Source: an optimization exercise on an open RTL-to-GDS flow (aim: small area, a short achievable clock period and few clock cycles per item). Production flows keep margins and buffers that such runs may drop.
At most, simulation tests tie the RTL to the original design; equivalence was not proved.

==> flow/design.v <==
module cordic (
    input  wire               clk,
    input  wire               rst_n,
    input  wire               start,
    input  wire signed [15:0] angle_in,
    output wire signed [15:0] cos_out,
    output wire signed [15:0] sin_out,
    output reg                done
);
    localparam signed [15:0] K = 16'sd9949;
    reg signed [15:0] x, y, z;
    reg [3:0] cnt;       
    reg [3:0] cntb;      
    reg dx, dy, dz;      
    reg busy;
    reg [15:0] atan_i;
    always @(*) begin
        case (cnt)
            4'd1:    atan_i = 16'h1DAC;
            4'd2:    atan_i = 16'h0FAE;
            4'd3:    atan_i = 16'h07F5;
            4'd4:    atan_i = 16'h03FF;
            4'd5:    atan_i = 16'h0200;
            4'd6:    atan_i = 16'h0100;
            4'd7:    atan_i = 16'h0080;
            4'd8:    atan_i = 16'h0040;
            4'd9:    atan_i = 16'h0020;
            4'd10:   atan_i = 16'h0010;
            4'd11:   atan_i = 16'h0008;
            4'd12:   atan_i = 16'h0004;
            4'd13:   atan_i = 16'h0002;
            4'd14:   atan_i = 16'h0001;
            default: atan_i = 16'h0000;
        endcase
    end
    wire signed [15:0] ysh = y >>> cnt;
    wire signed [15:0] xsh = x >>> (~cntb);
    wire [15:0] x_n = x + (ysh ^ {16{dx}}) + {15'd0, dx};
    wire [15:0] y_n = y + (xsh ^ {16{~dy}}) + {15'd0, ~dy};
    wire [15:0] z_n = z + (atan_i ^ {16{dz}}) + {15'd0, dz};
    wire d0 = ~angle_in[15];
    wire [15:0] z1 = d0 ? angle_in - 16'h3244 : angle_in + 16'h3244;
    always @(posedge clk) begin
        if (start) begin
            x    <= K;
            y    <= d0 ? K : -K;
            z    <= z1;
            cnt  <= 4'd1;
            cntb <= ~4'd1;
            dx   <= ~z1[15];
            dy   <= ~z1[15];
            dz   <= ~z1[15];
        end else begin
            x    <= x_n;
            y    <= y_n;
            z    <= z_n;
            cnt  <= cnt + 4'd1;
            cntb <= cntb - 4'd1;
            dx   <= ~z_n[15];
            dy   <= ~z_n[15];
            dz   <= ~z_n[15];
        end
    end
    wire last = (cnt == 4'd14);
    always @(posedge clk or negedge rst_n) begin
        if (!rst_n) begin
            busy <= 1'b0;
            done <= 1'b0;
        end else begin
            busy <= start | (busy & ~last);
            done <= busy & last;
        end
    end
    assign cos_out = x;
    assign sin_out = y;
endmodule
clock: 7.0 ns
lec_check: 0
cap_margin: 20
core_margin: 2
core_utilization: 65
setup_slack_margin: 4.0
slew_margin: 20
run.sh (not shown) runs the stock make flow with config.mk's settings and CLKGATE_MAP_FILE= SYNTH_SCRIPT=/design/flow/synth_recipe.tcl, a recipe that flattens the netlist after the stock synthesis.
Next try:
--- a/flow/design.v
+++ b/flow/design.v
@@ -7,13 +7,11 @@
     output wire signed [15:0] sin_out,
     output reg                done
 );
     localparam signed [15:0] K = 16'sd9949;
     reg signed [15:0] x, y, z;
-    reg [3:0] cnt;       
-    reg [3:0] cntb;      
-    reg dx, dy, dz;      
+    reg [3:0] cnt;
     reg busy;
     reg [15:0] atan_i;
     always @(*) begin
         case (cnt)
             4'd1:    atan_i = 16'h1DAC;
@@ -31,36 +29,29 @@
             4'd13:   atan_i = 16'h0002;
             4'd14:   atan_i = 16'h0001;
             default: atan_i = 16'h0000;
         endcase
     end
+    wire dz = ~z[15];                        
     wire signed [15:0] ysh = y >>> cnt;
-    wire signed [15:0] xsh = x >>> (~cntb);
-    wire [15:0] x_n = x + (ysh ^ {16{dx}}) + {15'd0, dx};
-    wire [15:0] y_n = y + (xsh ^ {16{~dy}}) + {15'd0, ~dy};
+    wire signed [15:0] xsh = x >>> cnt;
+    wire [15:0] x_n = x + (ysh ^ {16{dz}}) + {15'd0, dz};
+    wire [15:0] y_n = y + (xsh ^ {16{~dz}}) + {15'd0, ~dz};
     wire [15:0] z_n = z + (atan_i ^ {16{dz}}) + {15'd0, dz};
     wire d0 = ~angle_in[15];
     wire [15:0] z1 = d0 ? angle_in - 16'h3244 : angle_in + 16'h3244;
     always @(posedge clk) begin
         if (start) begin
-            x    <= K;
-            y    <= d0 ? K : -K;
-            z    <= z1;
-            cnt  <= 4'd1;
-            cntb <= ~4'd1;
-            dx   <= ~z1[15];
-            dy   <= ~z1[15];
-            dz   <= ~z1[15];
+            x   <= K;
+            y   <= d0 ? K : -K;
+            z   <= z1;
+            cnt <= 4'd1;
         end else begin
-            x    <= x_n;
-            y    <= y_n;
-            z    <= z_n;
-            cnt  <= cnt + 4'd1;
-            cntb <= cntb - 4'd1;
-            dx   <= ~z_n[15];
-            dy   <= ~z_n[15];
-            dz   <= ~z_n[15];
+            x   <= x_n;
+            y   <= y_n;
+            z   <= z_n;
+            cnt <= cnt + 4'd1;
         end
     end
     wire last = (cnt == 4'd14);
     always @(posedge clk or negedge rst_n) begin
         if (!rst_n) begin
After rerunning: Count of clock-buffer cells in the layout does not change. Register-to-register slack got worse by 0.18 ns. First-iteration DRC count drops by a few percent. Setup slack degrades by 0.18 ns. Design area fell by a few percent. Die area fell by a few percent. Non-clock buffer count grows by 5. Synthesized cell count went down by a little under a tenth. Critical path depth went up by 1.
Testbench counts after the change, summed over its fixed seeds: cycles 24,008, items 1,600.
For the first run of this note, only the layout was checked, not whether the RTL still works.

========
Another version of the RTL of cordic (not shown whole).
Size in the first run: roughly 63 flip-flops, about 0.0063 mm² of cells after synthesis.
==> module cordic, before the edit <==
module cordic (
    input  wire               clk,
    input  wire               rst_n,
    input  wire               start,
    input  wire signed [15:0] angle_in,
    output wire signed [15:0] cos_out,
    output wire signed [15:0] sin_out,
    output reg                done
);
    localparam signed [15:0] K = 16'sd9949;
    reg signed [15:0] x, y, z;
    reg [14:2] th;       
    wire [15:1] t = {1'b0, th, 1'b1};
    wire [14:1] oh = t[14:1] & ~t[15:2];     
    reg busy;
    wire [15:0] atan_i =
          ({16{oh[1]}}  & 16'h1DAC) | ({16{oh[2]}}  & 16'h0FAE)
        | ({16{oh[3]}}  & 16'h07F5) | ({16{oh[4]}}  & 16'h03FF)
        | ({16{oh[5]}}  & 16'h0200) | ({16{oh[6]}}  & 16'h0100)
        | ({16{oh[7]}}  & 16'h0080) | ({16{oh[8]}}  & 16'h0040)
        | ({16{oh[9]}}  & 16'h0020) | ({16{oh[10]}} & 16'h0010)
        | ({16{oh[11]}} & 16'h0008) | ({16{oh[12]}} & 16'h0004)
        | ({16{oh[13]}} & 16'h0002) | ({16{oh[14]}} & 16'h0001);
    function [15:0] shr(input [15:0] v, input [14:1] s, input [15:1] tt);
        integer b, i;
        begin
            for (b = 0; b < 16; b = b + 1) begin
                shr[b] = (b == 0) ? 1'b0 : (b == 15) ? v[15] : v[15] & tt[15 - b];
                for (i = 1; b + i < 15; i = i + 1)
                    shr[b] = shr[b] | (s[i] & v[b + i]);
            end
        end
    endfunction
    wire dz = ~z[15];                        
    wire [15:0] ysh = shr(y, oh, t);
    wire [15:0] xsh = shr(x, oh, t);
    wire [15:0] x_n = x + (ysh ^ {16{dz}}) + {15'd0, dz};
    wire [15:0] y_n = y + (xsh ^ {16{~dz}}) + {15'd0, ~dz};
    wire [15:0] z_n = z + (atan_i ^ {16{dz}}) + {15'd0, dz};
    wire d0 = ~angle_in[15];
    wire [15:0] z1 = d0 ? angle_in - 16'h3244 : angle_in + 16'h3244;
    always @(posedge clk) begin
        if (start) begin
            x  <= K;
            y  <= d0 ? K : -K;
            z  <= z1;
            th <= 13'd0;
        end else begin
            x  <= x_n;
            y  <= y_n;
            z  <= z_n;
            th <= {th[13:2], 1'b1};
        end
    end
    always @(posedge clk or negedge rst_n) begin
        if (!rst_n) begin
            busy <= 1'b0;
            done <= 1'b0;
        end else begin
            busy <= start | (busy & ~oh[14]);
            done <= busy & oh[14];
        end
    end
    assign cos_out = x;
    assign sin_out = y;
endmodule
clock: 7.0 ns
lec_check: 0
abc_area: 1
cap_margin: 20
core_margin: 2
core_utilization: 65
setup_slack_margin: 3.0
slew_margin: 20
Change:
==> flow/design.v (replaced) <==
module cordic (
    input  wire               clk,
    input  wire               rst_n,
    input  wire               start,
    input  wire signed [15:0] angle_in,
    output wire signed [15:0] cos_out,
    output wire signed [15:0] sin_out,
    output reg                done
);
    localparam signed [15:0] K = 16'sd9949;
    reg signed [15:0] x, y, z;
    reg [14:1] oh;       
    reg busy;
    wire [15:0] atan_i =
          ({16{oh[1]}}  & 16'h1DAC) | ({16{oh[2]}}  & 16'h0FAE)
        | ({16{oh[3]}}  & 16'h07F5) | ({16{oh[4]}}  & 16'h03FF)
        | ({16{oh[5]}}  & 16'h0200) | ({16{oh[6]}}  & 16'h0100)
        | ({16{oh[7]}}  & 16'h0080) | ({16{oh[8]}}  & 16'h0040)
        | ({16{oh[9]}}  & 16'h0020) | ({16{oh[10]}} & 16'h0010)
        | ({16{oh[11]}} & 16'h0008) | ({16{oh[12]}} & 16'h0004)
        | ({16{oh[13]}} & 16'h0002) | ({16{oh[14]}} & 16'h0001);
    function [15:0] shr(input [15:0] v, input [14:1] s);
        integer b, i;
        begin
            for (b = 0; b < 16; b = b + 1) begin
                shr[b] = 1'b0;
                for (i = 1; i < 15; i = i + 1)
                    shr[b] = shr[b] | (s[i] & v[(b + i > 15) ? 15 : b + i]);
            end
        end
    endfunction
    wire dz = ~z[15];                        
    wire [15:0] ysh = shr(y, oh);
    wire [15:0] xsh = shr(x, oh);
    wire [15:0] x_n = x + (ysh ^ {16{dz}}) + {15'd0, dz};
    wire [15:0] y_n = y + (xsh ^ {16{~dz}}) + {15'd0, ~dz};
    wire [15:0] z_n = z + (atan_i ^ {16{dz}}) + {15'd0, dz};
    wire d0 = ~angle_in[15];
    wire [15:0] z1 = d0 ? angle_in - 16'h3244 : angle_in + 16'h3244;
    always @(posedge clk) begin
        if (start) begin
            x  <= K;
            y  <= d0 ? K : -K;
            z  <= z1;
            oh <= 14'd1;
        end else begin
            x  <= x_n;
            y  <= y_n;
            z  <= z_n;
            oh <= {oh[13:1], 1'b0};
        end
    end
    always @(posedge clk or negedge rst_n) begin
        if (!rst_n) begin
            busy <= 1'b0;
            done <= 1'b0;
        end else begin
            busy <= start | (busy & ~oh[14]);
            done <= busy & oh[14];
        end
    end
    assign cos_out = x;
    assign sin_out = y;
endmodule
What happened: The new run ran to the end with no violations; worst hold slack improves by 3.2 ps; setup slack degrades by 110 ps; final cell count went up by a few percent; cell area went up slightly.
No functional check of the RTL was part of any run of this note.

========
cordic, a different RTL version from the one above (not shown whole).
Size: about 52 I/O pins, ~0.0061 mm² of cells after synthesis.
==> module cordic, before the edit <==
module cordic (
    input  wire               clk,
    input  wire               rst_n,
    input  wire               start,
    input  wire signed [15:0] angle_in,
    output wire signed [15:0] cos_out,
    output wire signed [15:0] sin_out,
    output reg                done
);
    localparam signed [15:0] K = 16'sd9949;
    reg signed [15:0] x, y, z;
    reg [3:0] cnt;       
    reg [3:0] cntb;      
    reg busy;
    reg [15:0] atan_i;
    always @(*) begin
        case (cnt)
            4'd1:    atan_i = 16'h1DAC;
            4'd2:    atan_i = 16'h0FAE;
            4'd3:    atan_i = 16'h07F5;
            4'd4:    atan_i = 16'h03FF;
            4'd5:    atan_i = 16'h0200;
            4'd6:    atan_i = 16'h0100;
            4'd7:    atan_i = 16'h0080;
            4'd8:    atan_i = 16'h0040;
            4'd9:    atan_i = 16'h0020;
            4'd10:   atan_i = 16'h0010;
            4'd11:   atan_i = 16'h0008;
            4'd12:   atan_i = 16'h0004;
            4'd13:   atan_i = 16'h0002;
            4'd14:   atan_i = 16'h0001;
            default: atan_i = 16'h0000;
        endcase
    end
    wire dz = ~z[15];                        
    wire signed [15:0] ysh = y >>> cnt;
    wire signed [15:0] xsh = x >>> (~cntb);
    wire [15:0] x_n = x + (ysh ^ {16{dz}}) + {15'd0, dz};
    wire [15:0] y_n = y + (xsh ^ {16{~dz}}) + {15'd0, ~dz};
    wire d0 = ~angle_in[15];
    wire [15:0] za = start ? angle_in : z;
    wire [15:0] ata = start ? 16'h3244 : atan_i;
    wire        dza = start ? d0 : dz;
    wire [15:0] z_n = za + (ata ^ {16{dza}}) + {15'd0, dza};
    always @(posedge clk) begin
        if (start) begin
            x   <= K;
            y   <= d0 ? K : -K;
        end else begin
            x   <= x_n;
            y   <= y_n;
        end
        if (start) begin
            cnt  <= 4'd1;
            cntb <= ~4'd1;
        end else begin
            cnt  <= cnt + 4'd1;
            cntb <= cntb - 4'd1;
        end
    end
    always @(posedge clk) z <= z_n;
    wire last = (cnt == 4'd14);
    always @(posedge clk or negedge rst_n) begin
        if (!rst_n) begin
            busy <= 1'b0;
            done <= 1'b0;
        end else begin
            busy <= start | (busy & ~last);
            done <= busy & last;
        end
    end
    assign cos_out = x;
    assign sin_out = y;
endmodule
clock: 7.0 ns
lec_check: 0
abc_area: 1
cap_margin: 20
core_margin: 2
core_utilization: 55
setup_slack_margin: 3.5
slew_margin: 20
==> next run, changes <==
--- a/flow/design.v
+++ b/flow/design.v
@@ -9,10 +9,11 @@
 );
     localparam signed [15:0] K = 16'sd9949;
     reg signed [15:0] x, y, z;
     reg [3:0] cnt;       
     reg [3:0] cntb;      
+    reg px;              
     reg busy;
     reg [15:0] atan_i;
     always @(*) begin
         case (cnt)
             4'd1:    atan_i = 16'h1DAC;
@@ -31,14 +32,16 @@
             4'd14:   atan_i = 16'h0001;
             default: atan_i = 16'h0000;
         endcase
     end
     wire dz = ~z[15];                        
-    wire signed [15:0] ysh = y >>> cnt;
-    wire signed [15:0] xsh = x >>> (~cntb);
-    wire [15:0] x_n = x + (ysh ^ {16{dz}}) + {15'd0, dz};
-    wire [15:0] y_n = y + (xsh ^ {16{~dz}}) + {15'd0, ~dz};
+    wire signed [15:0] yc = y ^ {16{px}};
+    wire signed [15:0] xc = x ^ {16{~px}};
+    wire signed [15:0] ysh = yc >>> cnt;
+    wire signed [15:0] xsh = xc >>> (~cntb);
+    wire [15:0] x_n = x + ysh + {15'd0, px};
+    wire [15:0] y_n = y + xsh + {15'd0, ~px};
     wire d0 = ~angle_in[15];
     wire [15:0] za = start ? angle_in : z;
     wire [15:0] ata = start ? 16'h3244 : atan_i;
     wire        dza = start ? d0 : dz;
     wire [15:0] z_n = za + (ata ^ {16{dza}}) + {15'd0, dza};
@@ -56,11 +59,14 @@
         end else begin
             cnt  <= cnt + 4'd1;
             cntb <= cntb - 4'd1;
         end
     end
-    always @(posedge clk) z <= z_n;
+    always @(posedge clk) begin
+        z  <= z_n;
+        px <= ~z_n[15];
+    end
     wire last = (cnt == 4'd14);
     always @(posedge clk or negedge rst_n) begin
         if (!rst_n) begin
             busy <= 1'b0;
             done <= 1'b0;
After rerunning: Area after synthesis increases by 10%; critical path depth went down by 4; utilization falls by 3.4 points; cell count grows by 17%; setup slack improves by 180 ps; clock-buffer cell count falls by 2; maximum frequency rises by 5.6%; sequential cell count went up by 1; hold slack gains 12 ps; die area came out higher by 9.8%; routed wire length increases by 3.3%.
No run of this note included a check of the RTL's function; only the layout flow was run.

========
Setup of P:
cordic, a different RTL version from the one above (not shown whole).
For scale: ~59 flip-flops.
==> module cordic, before the edit <==
module cordic (
    input  wire               clk,
    input  wire               rst_n,
    input  wire               start,
    input  wire signed [15:0] angle_in,
    output wire signed [15:0] cos_out,
    output wire signed [15:0] sin_out,
    output reg                done
);
    localparam signed [15:0] K = 16'sd9949;
    reg signed [15:0] x, y, z;
    reg [3:0] cnt;       
    reg [3:0] cntb;      
    reg px;              
    reg busy;
    wire [15:0] atan_i =
          ({16{cnt == 4'd1}} & 16'h1DAC) | ({16{cnt == 4'd2}} & 16'h0FAE)
        | ({16{cnt == 4'd3}} & 16'h07F5) | ({16{cnt == 4'd4}} & 16'h03FF)
        | ({16{cnt == 4'd5}} & 16'h0200) | ({16{cnt == 4'd6}} & 16'h0100)
        | ({16{cnt == 4'd7}} & 16'h0080) | ({16{cnt == 4'd8}} & 16'h0040)
        | ({16{cnt == 4'd9}} & 16'h0020) | ({16{cnt == 4'd10}} & 16'h0010)
        | ({16{cnt == 4'd11}} & 16'h0008) | ({16{cnt == 4'd12}} & 16'h0004)
        | ({16{cnt == 4'd13}} & 16'h0002) | ({16{cnt == 4'd14}} & 16'h0001);
    wire dz = ~z[15];                        
    wire signed [15:0] yc = y ^ {16{px}};
    wire signed [15:0] xc = x ^ {16{z[15]}};      
    wire signed [15:0] ysh = yc >>> cnt;
    wire signed [15:0] xsh = xc >>> (~cntb);
    wire [15:0] x_n = x + ysh + {15'd0, px};
    wire [15:0] y_n = y + xsh + {15'd0, z[15]};
    wire [15:0] z_n = z + (atan_i ^ {16{dz}}) + {15'd0, dz};
    wire d0 = ~angle_in[15];
    wire [15:0] z1 = d0 ? angle_in - 16'h3244 : angle_in + 16'h3244;
    wire [15:0] z_v = start ? z1 : z_n;
    always @(posedge clk) begin
        if (start) begin
            x   <= K;
            y   <= d0 ? K : -K;
        end else begin
            x   <= x_n;
            y   <= y_n;
        end
        if (start) begin
            cnt  <= 4'd1;
            cntb <= ~4'd1;
        end else begin
            cnt  <= cnt + 4'd1;
            cntb <= cntb - 4'd1;
        end
    end
    always @(posedge clk) begin
        z  <= z_v;
        px <= ~z_v[15];
    end
    wire last = (cnt == 4'd14);
    always @(posedge clk or negedge rst_n) begin
        if (!rst_n) begin
            busy <= 1'b0;
            done <= 1'b0;
        end else begin
            busy <= start | (busy & ~last);
            done <= busy & last;
        end
    end
    assign cos_out = x;
    assign sin_out = y;
endmodule
clock: 7.0 ns
lec_check: 0
abc_area: 1
cap_margin: 20
core_margin: 2
core_utilization: 45
cts_buf_list: sky130_fd_sc_hd__clkbuf_4
cts_cluster_size: 20
setup_slack_margin: 3.85
slew_margin: 20
P went all the way through the flow, and no timing, DRC or antenna check failed.
Testbench counts of P, summed over its fixed seeds: cycles 24,008, items 1,600.
Here is what was changed in the inputs of Q compared with P.
--- a/flow/design.v
+++ b/flow/design.v
@@ -20,21 +20,22 @@
         | ({16{cnt == 4'd7}} & 16'h0080) | ({16{cnt == 4'd8}} & 16'h0040)
         | ({16{cnt == 4'd9}} & 16'h0020) | ({16{cnt == 4'd10}} & 16'h0010)
         | ({16{cnt == 4'd11}} & 16'h0008) | ({16{cnt == 4'd12}} & 16'h0004)
         | ({16{cnt == 4'd13}} & 16'h0002) | ({16{cnt == 4'd14}} & 16'h0001);
     wire dz = ~z[15];                        
     wire signed [15:0] yc = y ^ {16{px}};
-    wire signed [15:0] xc = x ^ {16{z[15]}};      
+    wire signed [15:0] xc = x ^ {16{~px}};
     wire signed [15:0] ysh = yc >>> cnt;
     wire signed [15:0] xsh = xc >>> (~cntb);
     wire [15:0] x_n = x + ysh + {15'd0, px};
-    wire [15:0] y_n = y + xsh + {15'd0, z[15]};
-    wire [15:0] z_n = z + (atan_i ^ {16{dz}}) + {15'd0, dz};
+    wire [15:0] y_n = y + xsh + {15'd0, ~px};
     wire d0 = ~angle_in[15];
-    wire [15:0] z1 = d0 ? angle_in - 16'h3244 : angle_in + 16'h3244;
-    wire [15:0] z_v = start ? z1 : z_n;
+    wire [15:0] za = start ? angle_in : z;
+    wire [15:0] ata = start ? 16'h3244 : atan_i;
+    wire        dza = start ? d0 : dz;
+    wire [15:0] z_n = za + (ata ^ {16{dza}}) + {15'd0, dza};
     always @(posedge clk) begin
         if (start) begin
             x   <= K;
             y   <= d0 ? K : -K;
         end else begin
             x   <= x_n;
@@ -46,14 +47,14 @@
         end else begin
             cnt  <= cnt + 4'd1;
             cntb <= cntb - 4'd1;
         end
     end
     always @(posedge clk) begin
-        z  <= z_v;
-        px <= ~z_v[15];
+        z  <= z_n;
+        px <= ~z_n[15];
     end
     wire last = (cnt == 4'd14);
     always @(posedge clk or negedge rst_n) begin
         if (!rst_n) begin
             busy <= 1'b0;
             done <= 1'b0;
Q went all the way through synthesis, placement and routing and the layout is clean on timing, DRC and antenna.
Of the two values seen for capture point of the critical path, z[14] was produced by Q and sin_out[1] by P.
Going from P to Q, number of core rows shrinks by 1.
P has higher pin count of the biggest net entering global routing than Q.
Delta (Q minus P): final wirelength held, worst setup margin now sits lower, final cell count has decreased, arrival time at the worst endpoint up 1.84 ns.
[Q vs P] count of distinct cell types in the synthesized netlist: lower in Q
Compared Q vs P, and area share of fa/ha/maj cells after synthesis is down in Q.
The lower total non-filler cell area in the finished layout of Q and P is in Q.
The number of instances in the placed design reported for Q is smaller than that of P by 66.
Sort Q and P by area growth from synthesis to layout, descending, and Q comes first.
Testbench counts of Q, summed over its fixed seeds: cycles 24,008, items 1,600.

what the ideal ports hide:
The results above use ideal ports. As a check the final layouts listed here were re-extracted and re-timed, cells and wires unchanged. Step 1, drivers: a clkbuf_16 drives clk and a buf_2 each remaining input, both assumed. Step 2 moves the port delays by t, midway between the first and last clock arrival at a register: inputs arrive t later, outputs are due t later. That takes back most of the time a late clock gives input paths. Three values: no drivers, after step 1, after step 2; two values: the first two.
run | t, ns | setup WS [ns] | worst register clock-pin slew, ns
the first run of note 1 | 0.424 | 3.497 / 3.497 / 3.495 | 0.10 / 0.10
the second run of note 1 | 0.411 | 3.320 / 3.320 / 3.320 | 0.09 / 0.09
the first run of note 2 | 0.405 | 3.272 / 3.272 / 2.949 | 0.09 / 0.09
the second run of note 2 | 0.405 | 3.160 / 3.160 / 3.060 | 0.08 / 0.08
the first run of note 3 | 0.406 | 3.578 / 3.595 / 3.188 | 0.08 / 0.08
the second run of note 3 | 0.394 | 3.759 / 3.782 / 3.388 | 0.06 / 0.06
P | 0.502 | 4.026 / 3.991 / 3.556 | 0.12 / 0.12
Q | 0.491 | 3.962 / 3.973 / 3.482 | 0.12 / 0.12
After both steps setup and hold are still met in every run listed. For Q, which loses most, drivers alone change the setup slack by +0.011 ns; drivers and shift together by -0.480 ns.
